From an optimization exercise on the open Yosys and OpenROAD flow, aimed at small area, a short achievable clock period and few clock cycles per item; shortcuts taken in it are not production practice. RTL that was checked went through simulation tests only; none was proved equivalent to the original.

Setup of lane 1:
==> flow/design.v <==
module SME(clk,reset,chardata,isstring,ispattern,valid,match,match_index);
input clk;
input reset;
input [7:0] chardata;
input isstring;
input ispattern;
output reg match;
output reg [4:0] match_index;
output reg valid;
reg  [6:0]  s [0:31];
reg  [31:0] v;
reg  [31:0] D;
reg  [4:0]  q;
reg  [4:0]  NX;       
reg  [3:0]  Hgt;      
reg  [3:0]  Heq;      
reg  [7:0]  Lge;      
reg         isstring_R, ispattern_R, pwc;
wire [6:0] c         = chardata[6:0];
wire       newstring = isstring & ~isstring_R;
wire       isdot     = (c == 7'h2E);
wire       isdollar  = (c == 7'h24);
wire       iscaret   = (c == 7'h5E);
wire       init      = ~ispattern_R | pwc;    
wire       pstart    = ispattern & ~ispattern_R;
wire [4:0] xa = q;
wire [4:0] xb = q - 5'd1;
wire [31:0] first, sp, M, Dn, G;
genvar g;
generate
for (g = 0; g < 32; g = g + 1) begin : pos
	localparam integer N = (g + 1) % 32;
	assign first[g] = (q == (g + 31) % 32);
	assign sp[g]    = ~s[g][6] & ~|s[g][4:0];
	assign M[g]     = v[g] & (isdot | (s[g] == c));
	assign G[g]     = Hgt[g / 8] | (Heq[g / 8] & Lge[g % 8]);
	assign Dn[g]    = isdollar ? (D[g] & (~v[N] | sp[N] | first[N]))
	                           : (M[N] & (init ? (~pwc | first[N] | sp[g]) : (D[g] & ~first[N])));
end
endgenerate
wire [31:0] hi = D & G;
reg  [4:0]  pe_hi, pe_all;
integer i;
always @* begin
	pe_hi = 5'd0;
	pe_all = 5'd0;
	for (i = 31; i >= 0; i = i - 1) begin
		if (hi[i]) pe_hi = i;
		if (D[i])  pe_all = i;
	end
end
wire [4:0] idx_hi  = pe_hi + NX;
wire [4:0] idx_all = pe_all + NX;
always @(posedge clk) begin
	for (i = 0; i < 31; i = i + 1)
		s[i] <= s[i+1];
	s[31] <= isstring ? c : s[0];
	v <= {isstring | v[0], v[31:1] & {31{~newstring}}};
	q <= newstring ? 5'd30 : q - 5'd1;
	if (pstart) begin
		NX <= iscaret ? -xb : -xa;
		for (i = 0; i < 4; i = i + 1) begin
			Hgt[i] <= iscaret ? (i > xb[4:3]) : (i > xa[4:3]);
			Heq[i] <= iscaret ? (i == xb[4:3]) : (i == xa[4:3]);
		end
		for (i = 0; i < 8; i = i + 1)
			Lge[i] <= iscaret ? (i >= xb[2:0]) : (i >= xa[2:0]);
	end
	pwc <= ispattern & iscaret;
	isstring_R <= isstring;
	ispattern_R <= ispattern;
	D <= Dn;
	match <= |D;
	match_index <= (|hi) ? idx_hi : idx_all;
	valid <= ~reset & ispattern_R & ~ispattern;
end
endmodule
Settings: LEC_CHECK=0, CAP_MARGIN=20, CORE_MARGIN=2, CORE_UTILIZATION=40, CTS_BUF_LIST=sky130_fd_sc_hd__clkbuf_4 sky130_fd_sc_hd__clkbuf_8, SETUP_SLACK_MARGIN=4.6, SLEW_MARGIN=20, TNS_END_PERCENT=5; clock period 7.0 ns.
run.sh (not shown) runs the stock make flow with config.mk's settings and CLKGATE_MAP_FILE= SYNTH_SCRIPT=/design/flow/synth_recipe.tcl, a recipe that flattens the netlist after the stock synthesis.
Testbench counts of lane 1, summed over its fixed seeds: cycles 12,684, queries 1,536.
Here is what was changed in the inputs of lane 2 compared with lane 1.
--- a/flow/design.v
+++ b/flow/design.v
@@ -38,20 +38,40 @@
 	                           : (M[N] & (init ? (~pwc | first[N] | sp[g]) : (D[g] & ~first[N])));
 end
 endgenerate
 wire [31:0] hi = D & G;
-reg  [4:0]  pe_hi, pe_all;
+function [5:0] pe32;    
+	input [31:0] x;
+	reg [15:0] a1; reg [15:0] i1;           
+	reg [7:0]  a2; reg [15:0] i2;           
+	reg [3:0]  a3; reg [11:0] i3;           
+	reg [1:0]  a4; reg [7:0]  i4;
+	integer k;
+	begin
+		for (k = 0; k < 16; k = k + 1) begin
+			a1[k] = x[2*k] | x[2*k+1];
+			i1[k] = ~x[2*k];
+		end
+		for (k = 0; k < 8; k = k + 1) begin
+			a2[k] = a1[2*k] | a1[2*k+1];
+			i2[2*k +: 2] = a1[2*k] ? {1'b0, i1[2*k]} : {1'b1, i1[2*k+1]};
+		end
+		for (k = 0; k < 4; k = k + 1) begin
+			a3[k] = a2[2*k] | a2[2*k+1];
+			i3[3*k +: 3] = a2[2*k] ? {1'b0, i2[4*k +: 2]} : {1'b1, i2[4*k+2 +: 2]};
+		end
+		for (k = 0; k < 2; k = k + 1) begin
+			a4[k] = a3[2*k] | a3[2*k+1];
+			i4[4*k +: 4] = a3[2*k] ? {1'b0, i3[6*k +: 3]} : {1'b1, i3[6*k+3 +: 3]};
+		end
+		pe32 = {a4[0] | a4[1], a4[0] ? {1'b0, i4[3:0]} : {1'b1, i4[7:4]}};
+	end
+endfunction
+wire [5:0] pH = pe32(hi);
+wire [5:0] pA = pe32(D);
+wire [4:0] idx_hi  = pH[4:0] + NX;
+wire [4:0] idx_all = pA[4:0] + NX;
 integer i;
-always @* begin
-	pe_hi = 5'd0;
-	pe_all = 5'd0;
-	for (i = 31; i >= 0; i = i - 1) begin
-		if (hi[i]) pe_hi = i;
-		if (D[i])  pe_all = i;
-	end
-end
-wire [4:0] idx_hi  = pe_hi + NX;
-wire [4:0] idx_all = pe_all + NX;
 always @(posedge clk) begin
 	for (i = 0; i < 31; i = i + 1)
 		s[i] <= s[i+1];
 	s[31] <= isstring ? c : s[0];
@@ -69,9 +89,9 @@
 	pwc <= ispattern & iscaret;
 	isstring_R <= isstring;
 	ispattern_R <= ispattern;
 	D <= Dn;
-	match <= |D;
-	match_index <= (|hi) ? idx_hi : idx_all;
+	match <= pA[5];
+	match_index <= pH[5] ? idx_hi : idx_all;
 	valid <= ~reset & ispattern_R & ~ispattern;
 end
 endmodule
- Lane 2 was carried through to the last stage, and its layout satisfied the timing, design-rule and antenna checks.
- Between lane 1 and lane 2, the difference in footprint of the flip-flops and latches is negligible.
- Re final critical-path share of the clock period: lane 1 was lower than lane 2.
- | non-clock buffer count | higher: lane 1 |
- Compared to lane 1, lane 2 has total buffers and inverters traversed by the critical path 1 lower.
- The run with more setup slack is lane 1; lane 2 has less.
- Lower half-perimeter wire length of the detailed placement result among lane 1 and lane 2: lane 2
No functional check of the RTL was part of lane 2.

[what the ideal ports hide]
The flow's constraints put no driver on any port. The routed layouts listed below were extracted and timed again, unchanged, in two steps. Step 1: set_driving_cell puts a clkbuf_16 on clk and a buf_2 on each other input, an assumption about the parent block. Step 2 adds t to the input delays and takes it off the output delays; t is the mean of the earliest and latest rising clock arrival at the registers after step 1. Input paths then give back, and output paths get back, about the clock's delay inside the block. a / b / c = ideal ports / drivers / drivers and shift; a / b = the first two.
| run | t (ns) | setup WS [ns] | worst setup path at the end |
|---|---|---|---|
| lane 1 | 0.627 | 3.829 / 3.829 / 3.681 | input to register |
| lane 2 | 0.623 | 3.538 / 3.538 / 3.385 | input to register |
After both steps every run listed still meets setup and hold. The setup slack of lane 2, which loses most, moves by 0.000 ns with the drivers and by -0.153 ns with both steps.
